Source: an optimization exercise on an open RTL-to-GDS flow (aim: small area, a short achievable clock period and few clock cycles per item). Production flows keep margins and buffers that such runs may drop.
No run shown here included a check of the RTL's function; only the layout flow was run.

==> flow/design.v (outline; a module is shown in full before it is edited, if it fits) <==
// module sqrt_fa: 4 lines
// module sqrt_ha: 4 lines
// module sqrt_bp: 3 lines
// module sqrt_gc: 3 lines
// module sqrt_bc: 4 lines
// module sqrt_s1: 498 lines
// module sqrt_s2: 192 lines
// module sqrt_mpt: 54 lines
// module sqrt_s3: 1379 lines
// module sqrt_s4: 519 lines
// module SquareRoot: 89 lines
module SquareRoot(
    input clk,
    input rst,
    input in_valid,
    input [31:0] floating_point_in,
    output out_valid,
    output [31:0] result
);
  // ...
==> flow/flow/run.sh <==
#!/bin/bash
# The standard layout, except that the port buffers use buf_1 instead of the
# clkdlybuf4s50_1 that buffer_ports picks by default (smaller and faster).
set -euo pipefail
export BUFFER_PORTS_ARGS="-buffer_cell sky130_fd_sc_hd__buf_1"
bash standard.sh synth > synth.log 2>&1
bash standard.sh > layout.log 2>&1
==> flow/standard.sh <==
#!/bin/bash
# synth_recipe.tcl (not shown) runs the flow's synth.tcl, then flattens the netlist and writes it again
# the make line also repeats each setting of config.mk as NAME=value (left out here)
make -C /OpenROAD-flow-scripts/flow DESIGN_CONFIG=/design/flow/config.mk WORK_HOME=/design/flow/orfs CLKGATE_MAP_FILE= SYNTH_SCRIPT=/design/flow/synth_recipe.tcl "${@:-finish}"
==> flow/config.mk <==
export PLATFORM = sky130hd
export DESIGN_NAME = SquareRoot
export DESIGN_NICKNAME = SquareRoot
export VERILOG_FILES = /design/flow/design.v
export SDC_FILE = /design/flow/constraint.sdc
export NUM_CORES = 4
export LEC_CHECK = 0
export CAP_MARGIN = 20
export CORE_MARGIN = 2
export CORE_UTILIZATION = 65
export CTS_CLUSTER_DIAMETER = 100
export CTS_CLUSTER_SIZE = 30
export SLEW_MARGIN = 20
export SYNTH_HIERARCHICAL = 1
export SYNTH_MINIMUM_KEEP_SIZE = 0
==> flow/constraint.sdc <==
create_clock -name core_clock -period 35.0 [get_ports {clk}]
set_input_delay 7.0000 -clock core_clock [delete_from_list [all_inputs] [get_ports {clk}]]
set_output_delay 7.0000 -clock core_clock [all_outputs]
set_load 0.01 [all_outputs]
==> results_dict.tcl, run 1 <==
set metrics [dict create \
    status "no timing/DRC/antenna violations" \
    inverters 230 \
    cts_sinks 184 \
    numCtsBuffers 17 \
    synth_edf_count 0 \
    period_minus_slack_ns 7.97 \
    critical-path-slowest-cell "dfxtp_1" \
    min_to "eo_c_q[2]" \
    top_usage_layer "met2" \
    regMostFlops "x_x_q" \
    r2r-end "ar_a_q[14]" \
    largest_class "multi-input combinational cells" \
    syn_area_mm2 0.0294 \
    yosys-top-cells-area "fa_1, dfxtp_1, ha_1, nand2_1, a21o_1" \
    crit_buf_inv 1 \
    synth_warnings 7 \
    largest_reg_flops 32 \
    die_x_um 217 \
    stdcell_count 3520 \
    period_share_pct 22.8 \
    hp-class "flop to flop" \
    layout_commonest_cell "fa_1" \
    cts_hold_buf 0 \
    synth_commonest_cells "fa_1, nand2_1, inv_1" \
    dr_wl_met2_um 36800 \
    drc 0 \
    cts_max_path_buffers 2 \
    synth_top_area_cell "fa_1" \
    startpoint "res_o_q[0]" \
    cts-root-buf "clkbuf_16" \
    r2r_setup_slack_ns 27.42 \
    fmax_ghz 0.126 \
]
==> run 2, diff against run 1 <==
--- a/flow/config.mk
+++ b/flow/config.mk
@@ -8,8 +8,6 @@
 export CAP_MARGIN = 20
 export CORE_MARGIN = 2
 export CORE_UTILIZATION = 65
-export CTS_CLUSTER_DIAMETER = 100
-export CTS_CLUSTER_SIZE = 30
 export SLEW_MARGIN = 20
 export SYNTH_HIERARCHICAL = 1
 export SYNTH_MINIMUM_KEEP_SIZE = 0
==> run 2 against run 1 <==
Net effect: cell count is the same; sequential share of layout area is the same; global-route usage is the same; synthesized cell count is the same; clock skew is the same; die area is the same; critical path depth is the same.
==> results_dict.tcl, run 2 <==
set metrics [dict create \
    final_nets 3733 \
    crit_type "flop to output pin" \
    met3_length_um 7150 \
    synth_commonest_cells "fa_1, nand2_1, inv_1" \
    dr_wl_met2_um 36800 \
    cts-root-buf "clkbuf_16" \
    antenna_found_initial 0 \
    crit_buf_inv 1 \
    postCtsSetupRepairBufs 0 \
    gr-usage-all-layers_pct 34.7 \
    largestRegisters "x_x_q x32, res_o_q x31, mp_b_q x26" \
    portBuffers 66 \
    yosys-top-cells-area "fa_1, dfxtp_1, ha_1, nand2_1, a21o_1" \
    dp_hpwl_um 55800 \
    grt_pass1_vias 24000 \
    synthToLayoutAreaGrowth_pct 3.19 \
    gp_routability_congestion 0.922 \
    ys_ff_latch 184 \
    die_x_um 217 \
    drc 0 \
    wl_per_cell_um 22.0 \
    numCtsBuffers 17 \
    synth.most_common_cell "fa_1" \
    synth_top_area_cell "fa_1" \
    die_area_mm2 0.0469 \
    final_area_mm2 0.0303 \
    postCtsResizedCells 0 \
    routed.top_layer "met4" \
    yosys_most_used_dff "dfxtp_1" \
    grt_max_degree 103 \
    layout_commonest_cell "fa_1" \
    cts_sinks 184 \
    die_h_um 217 \
    cts_tree "done" \
    worst_slew_pin_slew_ns 1.22 \
    multi_input_area_mm2 0.0238 \
    syn_area_mm2 0.0294 \
    cts_max_path_buffers 2 \
    regArea_mm2 0.00369 \
    start_util_pct 66.1 \
    htreeDepth 4 \
    r2r_setup_slack_ns 27.42 \
    fp.coreArea_mm2 0.0444 \
    period_share_pct 22.8 \
    synth_edf_count 0 \
    hp-class "flop to flop" \
    rows 77 \
    cts_hold_buf 0 \
    crit_family "flip-flops" \
    cp-end-kind "output pin" \
    via_per_inst 6.25 \
    synth_cell_types 106 \
    status "no timing/DRC/antenna violations" \
    synth_warnings 7 \
    worst_ep_arrival_time_ns 0.97 \
    worst-path-max-fanout 1 \
    synthArstFlopShare_pct 0 \
    worstPathRequired_ns 28.00 \
    syn_nets 3779 \
    drt_first_pass_iters 5 \
    largest_reg_flops 32 \
    wl_um 77500 \
    n_antenna_cell 0 \
    place_area_mm2 0.0297 \
    synth_top_area_share_pct 41.3 \
    most-common-layout-cells "fa_1, nand2_1, inv_1" \
    route.layer.met1.wl_um 31300 \
    global_route.overflow_total 0 \
    drt_iter0_drc 2096 \
    stdcell_count 3520 \
    drive_above_1_share_pct 4.41 \
    synthCells 2961 \
    finalMaxSlewViolations 0 \
    rsz0062_at_grt "no" \
    syn_area_per_cell_um2 9.92 \
    maxCapViolCount 0 \
    postRouteAntennaNets 0 \
    n_fill_cell 3524 \
    hold_violations 0 \
    clkTransAtPathRegs_ns 0.08 \
    slowest_delay_ns 0.33 \
    fin_setup_tns_ns 0 \
    start_kind "flop" \
    grt_pass1_wl_um 126000 \
    worst_skew_pair.late_latency_ns 0.49 \
    maxSlewHeadroom_pct 18.8 \
    finClkSkew_ns 0.0133 \
    dp.cells 3488 \
    setup_viol 0 \
    fmax_ghz 0.126 \
    ios 68 \
    yosysSeqAreaShare_pct 12.5 \
    regMostFlops "x_x_q" \
    critical-path-slowest-cell "dfxtp_1" \
    worstPathCellList "buf_1" \
    dr_total_vias 22000 \
    period_minus_slack_ns 7.97 \
]
==> run 2: cell type report <==
class                      count  share of cell area, %
clock buffer                  17                   1.40
clock inverter                15                  0.722
inverter                     230                   2.86
multi-input combinational   2378                   78.6
sequential                   184                   12.2
tap                          592                   2.44
timing repair buffer         104                   1.76
==> run 2: Yosys stat by module (local to each module, per instance), a selection <==
module / cells inside / flip-flops and latches / cell area (um^2)
sqrt_mpt: 394 / 0 / 2560
sqrt_ha: 1 / 0 / 12.5
sqrt_s1: 383 / 0 / 2560
sqrt_gc: 1 / 0 / 7.51
sqrt_s2: 127 / 0 / 982
sqrt_bc: 2 / 0 / 13.8
sqrt_fa: 1 / 0 / 20.0
sqrt_s4: 147 / 0 / 1050
SquareRoot: 291 / 184 / 4430
==> run 2: through the flow <==
stage | setup slack (ns) | hold WS (ns) | util, %
after global placement | 27.56 | 0.312 | 66.8
after detailed placement | 27.52 | 0.312 | 66.8
after global routing | 26.98 | 0.335 | 68.2
after CTS | 26.99 | 0.332 | 68.2
final | 27.03 | 0.331 | 68.2
after floorplan | 27.67 | 0.310 | -
==> run 2: cells by family (layout without fill, tap and decap cells) <==
| family | after synthesis | after routing | synth area share, % |
|---|---|---|---|
| XOR/XNOR | 104 | 104 | 3.25 |
| adder cells (fa/ha/maj) | 783 | 783 | 48.8 |
| buffers and inverters | 399 | 366 | 6.30 |
| other | 1 | 1 | 0.0128 |
| AO/OA/AOI/OAI | 464 | 464 | 11.5 |
| flip-flops | 184 | 184 | 12.5 |
| multiplexers | 39 | 39 | 1.54 |
| AND/OR/NAND/NOR | 987 | 987 | 16.0 |
==> run 2: metal layers <==
metal / up-vias / GRT usage (%)
met4: 0 / 11.9
met5: - / 0
met3: 194 / 6.92
met1: 11100 / 47.1
met2: 1202 / 56.0
li1: 9497 / -
==> run 2: worst paths after layout <==
check,start,to,depth (start not counted)
setup / recovery,res_o_q[0],result[0],1
hold / removal,eo_b_q[2],eo_c_q[2],0
setup reg to reg,x_x_q[18],ar_a_q[14],21
hold reg to reg,eo_b_q[2],eo_c_q[2],0
==> run 3, diff against run 2 <==
==> flow/config.mk (replaced) <==
export PLATFORM = sky130hd
export DESIGN_NAME = SquareRoot
export DESIGN_NICKNAME = SquareRoot
export VERILOG_FILES = /design/flow/design.v
export SDC_FILE = /design/flow/constraint.sdc
export NUM_CORES = 4
export LEC_CHECK = 0
export CAP_MARGIN = 0
export CORE_MARGIN = 2
export CORE_UTILIZATION = 40
export SLEW_MARGIN = 0
export SYNTH_HIERARCHICAL = 1
export SYNTH_MINIMUM_KEEP_SIZE = 0
==> run 3 against run 2 <==
Net effect: flip-flop and latch count stayed put; critical endpoint is now out_valid; largest cell class unchanged; clock skew up 0.0095 ns; hold slack got worse by 0.014 ns; via count fell by 4.4%; worst setup slack better by 0.024 ns; first-iteration DRC count down 30%; register-to-register slack better by 0.25 ns; cell area grew 1.6%.
==> results_dict.tcl, run 3 <==
set metrics [dict create \
    slowest_delay_ns 0.32 \
    syn_nets 3779 \
    rows 99 \
    die_x_um 275 \
    crit_buf_inv 1 \
    cp_num_cells 1 \
    global_route.overflow_total 0 \
    syn_area_per_cell_um2 9.92 \
    worst_skew_pair.late_latency_ns 0.48 \
    most-common-layout-cells "fa_1, nand2_1, inv_1" \
    synth_warnings 7 \
    dp_hpwl_um 54500 \
    setup_viol 0 \
    cts_tree "done" \
    rsz0062_at_grt "no" \
    n_antenna_cell 0 \
    grt_max_degree 86 \
    synth_edf_count 0 \
    synth_top_area_cell "fa_1" \
    hold_violations 0 \
    synth_cell_types 106 \
    largestRegisters "x_x_q x32, res_o_q x31, mp_b_q x26" \
    layout_commonest_cell "fa_1" \
    start_util_pct 40.3 \
    synth_commonest_cells "fa_1, nand2_1, inv_1" \
    cts_hold_buf 0 \
    yosysSeqAreaShare_pct 12.5 \
    largest_reg_flops 32 \
    period_share_pct 22.7 \
    grt_pass1_vias 22700 \
    synth.most_common_cell "fa_1" \
    worst-path-max-fanout 1 \
    critical-path-slowest-cell "dfxtp_1" \
    reg2reg_from "ar_a_q[17]" \
    regMostFlops "x_x_q" \
    fin_setup_tns_ns 0 \
    yosys_most_used_dff "dfxtp_1" \
    cts-root-buf "clkbuf_16" \
    yosys-top-cells-area "fa_1, dfxtp_1, ha_1, nand2_1, a21o_1" \
    postCtsResizedCells 0 \
    crit_type "flop to output pin" \
    drc 0 \
    startpoint "v[4]" \
    maxSlewHeadroom_pct 19.0 \
    drive_above_1_share_pct 4.67 \
    reg2reg_depth 28 \
    syn_area_mm2 0.0294 \
    finalMaxSlewViolations 0 \
    portBuffers 66 \
    cts_sinks 184 \
    wl_um 74300 \
    status "no timing/DRC/antenna violations" \
    fmax_ghz 0.126 \
    worst_ep_arrival_time_ns 0.94 \
    numCtsBuffers 17 \
    final_area_mm2 0.0308 \
    wl_per_cell_um 19.1 \
    r2r_setup_slack_ns 27.67 \
    htreeDepth 4 \
    drt_first_pass_iters 5 \
    worstPathRequired_ns 28.00 \
    final_nets 3741 \
    worst_slew_pin_slew_ns 1.21 \
    postRouteAntennaNets 0 \
    postCtsSetupRepairBufs 0 \
    clkTransAtPathRegs_ns 0.09 \
    gp_routability_congestion 0.914 \
    synthArstFlopShare_pct 0 \
    synthToLayoutAreaGrowth_pct 4.83 \
    worstPathCellList "buf_1" \
    drt_iter0_drc 1470 \
    die_area_mm2 0.0756 \
    ys_ff_latch 184 \
    hp-class "flop to flop" \
    place_area_mm2 0.0302 \
    crit_family "flip-flops" \
    via_per_inst 5.40 \
    ios 68 \
    antenna_found_initial 1 \
    start_kind "flop" \
    fp.coreArea_mm2 0.0728 \
    cts_max_path_buffers 2 \
    synth_top_area_share_pct 41.3 \
    gr-usage-all-layers_pct 20.5 \
    hold_path_startpoint "eo_b_q[1]" \
    finClkSkew_ns 0.0229 \
    cp-end-kind "output pin" \
    die_h_um 275 \
    maxCapViolCount 0 \
    grt_pass1_wl_um 122000 \
    dr_total_vias 21000 \
    synthCells 2961 \
    period_minus_slack_ns 7.94 \
    hold_depth 0 \
]
run 3: cell counts after synthesis:
No cell type changed its count.
run 3: final cells by class:
cell class	count	area (um^2)
Multi-Input combinational cell	2378	23800
Inverter	230	866
Tap cell	959	1200
Timing Repair Buffer	112	593
Sequential cell	184	3690
Clock buffer	18	429
Fill cell	7161	42000
Clock inverter	14	170
run 3: through the flow:
| step | std cells | utilization, % | hold slack, ns | worst slack (ns) |
|---|---|---|---|---|
| global route | 3895 | 42.3 | 0.328 | 26.99 |
| finish | 3895 | 42.3 | 0.317 | 27.06 |
| detailed placement | 3863 | 41.5 | 0.312 | 27.54 |
| global placement | 3863 | 41.5 | 0.310 | 27.55 |
| floorplan | 2961 | - | 0.310 | 27.67 |
| CTS | 3895 | 42.3 | 0.320 | 27.00 |
run 3: worst paths after layout:
kind	end
worst max-delay path	out_valid
worst min-delay path	eo_c_q[1]
worst max register to register	d_b_q[14]
worst min register to register	eo_c_q[1]
run 3: routing by layer:
metal	share of wire (%)	GRT usage, %
met1	43	27.4
met2	48	34.0
met3	6.8	3.82
met4	2.3	5.85
met5	0.012	0
run 3: kinds of logic (layout without fill, tap and decap cells):
kind of cell	Yosys count	in the layout	share of synthesized area [%]
mux	39	39	1.54
fa+ha+maj	783	783	48.8
flops	184	184	12.5
other cells	1	1	0.0128
buf+inv	399	374	6.30
compound gates	464	464	11.5
simple gates	987	987	16.0
xor+xnor	104	104	3.25
run 3: Yosys stat by module (local to each module, per instance):
module | area (um^2) | cells inside | flip-flops and latches | times used
SquareRoot | 4430 | 291 | 184 | 1
sqrt_bc | 13.8 | 2 | 0 | 92
sqrt_fa | 20.0 | 1 | 0 | 606
sqrt_gc | 7.51 | 1 | 0 | 93
sqrt_ha | 12.5 | 1 | 0 | 27
sqrt_mpt | 2560 | 394 | 0 | 1
sqrt_s1 | 2560 | 383 | 0 | 1
sqrt_s2 | 982 | 127 | 0 | 1
sqrt_s3 | 3360 | 709 | 0 | 1
sqrt_s4 | 1050 | 147 | 0 | 1
==> run 4, diff against run 3 <==
--- a/flow/config.mk
+++ b/flow/config.mk
@@ -8,6 +8,7 @@
 export CAP_MARGIN = 0
 export CORE_MARGIN = 2
 export CORE_UTILIZATION = 40
+export GPL_TIMING_DRIVEN = 0
 export SLEW_MARGIN = 0
 export SYNTH_HIERARCHICAL = 1
 export SYNTH_MINIMUM_KEEP_SIZE = 0
==> run 4 against run 3 <==
Net effect: synthesized cell count did not move; clock skew fell by 0.0033 ns; cell count rose by 3.2%; register-to-register slack got worse by 0.04 ns; die area did not move; cell area rose by 2.1%; non-clock buffer count rose by 123; routed wire length rose by 14%; hold slack improved by 0.0098 ns; critical path type unchanged.
==> results_dict.tcl, run 4 <==
set metrics [dict create \
    fin_setup_tns_ns 0 \
    grtUsageMet3_pct 4.61 \
    maxCapViolCount 0 \
    n_antenna_cell 0 \
    synth_commonest_cells "fa_1, nand2_1, inv_1" \
    yosysSeqAreaShare_pct 12.5 \
    gr-usage-all-layers_pct 23.2 \
    drt_iter0_drc 1804 \
    dp_hpwl_um 67900 \
    drt_first_pass_iters 6 \
    period_minus_slack_ns 7.92 \
    rsz0062_at_grt "no" \
    wl_um 84600 \
    worstPathRequired_ns 28.00 \
    cts_tree "done" \
    cts_max_path_buffers 2 \
    ios 68 \
    synth_cell_types 106 \
    hold_violations 0 \
    synth.most_common_cell "fa_1" \
    gp_routability_congestion 0.970 \
    die_h_um 275 \
    antenna_found_initial 0 \
    top_usage_layer "met2" \
    worst-path-max-fanout 1 \
    synthCells 2961 \
    numCtsBuffers 17 \
    stdcell_count 4018 \
    portBuffers 66 \
    wl_per_cell_um 21.1 \
    maxSlewHeadroom_pct 39.9 \
    dp.cells 3986 \
    crit_end "result[15]" \
    global_route.overflow_total 0 \
    dr_total_vias 21900 \
    hp-class "flop to flop" \
    status "no timing/DRC/antenna violations" \
    yosys-top-cells-area "fa_1, dfxtp_1, ha_1, nand2_1, a21o_1" \
    syn_nets 3779 \
    final_nets 3864 \
    setup_viol 0 \
    synthArstFlopShare_pct 0 \
    via_per_inst 5.46 \
    cts_hold_buf 0 \
    grt_pass1_vias 23200 \
    layout_commonest_cell "fa_1" \
    worstPathCellList "buf_1" \
    synthToLayoutAreaGrowth_pct 7.03 \
    slowest_delay_ns 0.32 \
    regMostFlops "x_x_q" \
    worst_ep_arrival_time_ns 0.92 \
    worst_slew_pin_slew_ns 0.901 \
    cp-end-kind "output pin" \
    start_kind "flop" \
    crit_type "flop to output pin" \
    synth_top_area_cell "fa_1" \
    largest_reg_flops 32 \
    cp_num_cells 1 \
    gr-usage-met1_pct 31.9 \
    n_fill_cell 7225 \
    fmax_ghz 0.126 \
    postCtsSetupRepairBufs 0 \
    cts-root-buf "clkbuf_16" \
    reg2reg_from "x_x_q[17]" \
    crit_family "flip-flops" \
    synth_edf_count 0 \
    fp.coreArea_mm2 0.0728 \
    rows 99 \
    grt_max_degree 20 \
    largestRegisters "x_x_q x32, res_o_q x31, mp_b_q x26" \
    crit_buf_inv 1 \
    synth_top_area_share_pct 41.3 \
    worst_skew_pair.late_latency_ns 0.46 \
    syn_area_per_cell_um2 9.92 \
    drive_above_1_share_pct 7.49 \
    drc 0 \
    startpoint "res_o_q[15]" \
    syn_area_mm2 0.0294 \
    most-common-layout-cells "fa_1, nand2_1, inv_1" \
    die_x_um 275 \
    grt_pass1_wl_um 134000 \
    yosys_most_used_dff "dfxtp_1" \
    finalMaxSlewViolations 0 \
    clkTransAtPathRegs_ns 0.08 \
    postCtsResizedCells 0 \
    cts_sinks 184 \
    die_area_mm2 0.0756 \
    ys_ff_latch 184 \
    htreeDepth 4 \
    reg2reg_depth 24 \
    r2r-end "ar_a_q[14]" \
    synth_warnings 7 \
    critical-path-slowest-cell "dfxtp_1" \
    r2r_setup_slack_ns 27.63 \
    period_share_pct 22.6 \
    finClkSkew_ns 0.0195 \
    postRouteAntennaNets 0 \
    grt.met2_usage_pct 37.1 \
    start_util_pct 40.3 \
]
==> run 4: cell counts after synthesis <==
No cell type changed its count.
==> run 4: area by class of cell <==
cell class | count | area (um^2) | area share (%)
multi-input cells | 2378 | 23800 | 75.8
flip-flops and latches | 184 | 3680 | 11.7
well taps | 959 | 1200 | 3.82
plain buffers | 169 | 986 | 3.14
inverters | 230 | 866 | 2.75
clock buffers | 18 | 439 | 1.40
repair buffers | 66 | 248 | 0.788
clock inverters | 14 | 178 | 0.565
==> run 4: worst min path at each step <==
stage               cells after the start      start        end  slack (ns)
floorplan                               0     e0_a_q     e0_b_q        0.31
global placement                        0  eo_a_q[1]  eo_b_q[1]        0.31
detailed placement                      0     e0_b_q     e0_c_q        0.31
CTS                                     0     e0_b_q     e0_c_q        0.33
global route                            0  eo_a_q[4]  eo_b_q[4]        0.33
finish                                  0     e0_b_q     e0_c_q        0.33
==> run 4: worst register-to-register path, delay by kind of cell (launching register included) <==
kind	cells	cell delay (ns)
compound gates	9	1.77
mux	1	0.62
simple gates	4	0.70
flops	1	0.76
fa+ha+maj	6	2.74
xor+xnor	1	0.13
buf+inv	3	0.52
==> run 4: per-stage QoR <==
step	util, %	hold slack (ns)	worst slack, ns	instance area (um^2)
after floorplan	-	0.310	27.67	29400
after global placement	42.3	0.311	27.55	30800
after detailed placement	42.3	0.312	27.55	30800
after CTS	43.2	0.326	27.04	31400
after global routing	43.2	0.334	27.00	31400
final	43.2	0.327	27.08	31400
==> run 4: Yosys stat by module (local to each module, per instance), excerpt <==
module / copies in the design / flip-flops and latches / cell area [um^2]
sqrt_mpt: 1 / 0 / 2560
sqrt_s4: 1 / 0 / 1050
sqrt_ha: 27 / 0 / 12.5
sqrt_bc: 92 / 0 / 13.8
sqrt_s3: 1 / 0 / 3360
sqrt_s1: 1 / 0 / 2560
sqrt_gc: 93 / 0 / 7.51
sqrt_fa: 606 / 0 / 20.0
SquareRoot: 1 / 184 / 4430
==> run 4: layer usage <==
layer,wire length (um),vias to the layer above
met5,0,-
met4,2450,0
met3,6950,179
met2,39100,997
met1,36100,11000
li1,-,9749
==> run 4: logic make-up (layout without fill, tap and decap cells) <==
logic type	Yosys count	in the layout	share of synthesized area [%]
other	1	1	0.0128
and+or+nand+nor	987	987	16.0
DFF	184	184	12.5
xor gates and xnor gates	104	104	3.25
muxes	39	39	1.54
buffers and inverters	399	497	6.30
AOI/OAI and AO/OA	464	464	11.5
adders and majority gates	783	783	48.8

re-timing with driven ports:
Ports are ideal in the flow. The routed layouts listed here were re-timed in OpenROAD.
Step 1 sets driving cells, clkbuf_16 on the clock port and buf_2 on the other inputs (assumed; they add their load-dependent delay and slew).
Step 2 also shifts input and output timing later by t, the mid clock arrival at the registers, as if the neighbouring blocks saw the same clock.
a / b / c = ideal ports / drivers / drivers and shift; a / b = the first two.
run	t (ns)	slack for setup (ns)	worst setup path after step 2	clock arrival spread, ns	worst register clock-pin slew, ns
run 1	0.545	27.034 / 26.975 / 27.419	register to register	0.017 / 0.016	0.09 / 0.09
run 2	0.545	27.034 / 26.975 / 27.419	register to register	0.017 / 0.016	0.09 / 0.09
run 3	0.530	27.058 / 26.997 / 27.527	register to output	0.024 / 0.023	0.09 / 0.09
run 4	0.518	27.076 / 27.014 / 27.531	register to output	0.023 / 0.023	0.09 / 0.09
After both steps setup and hold are still met in every run listed.
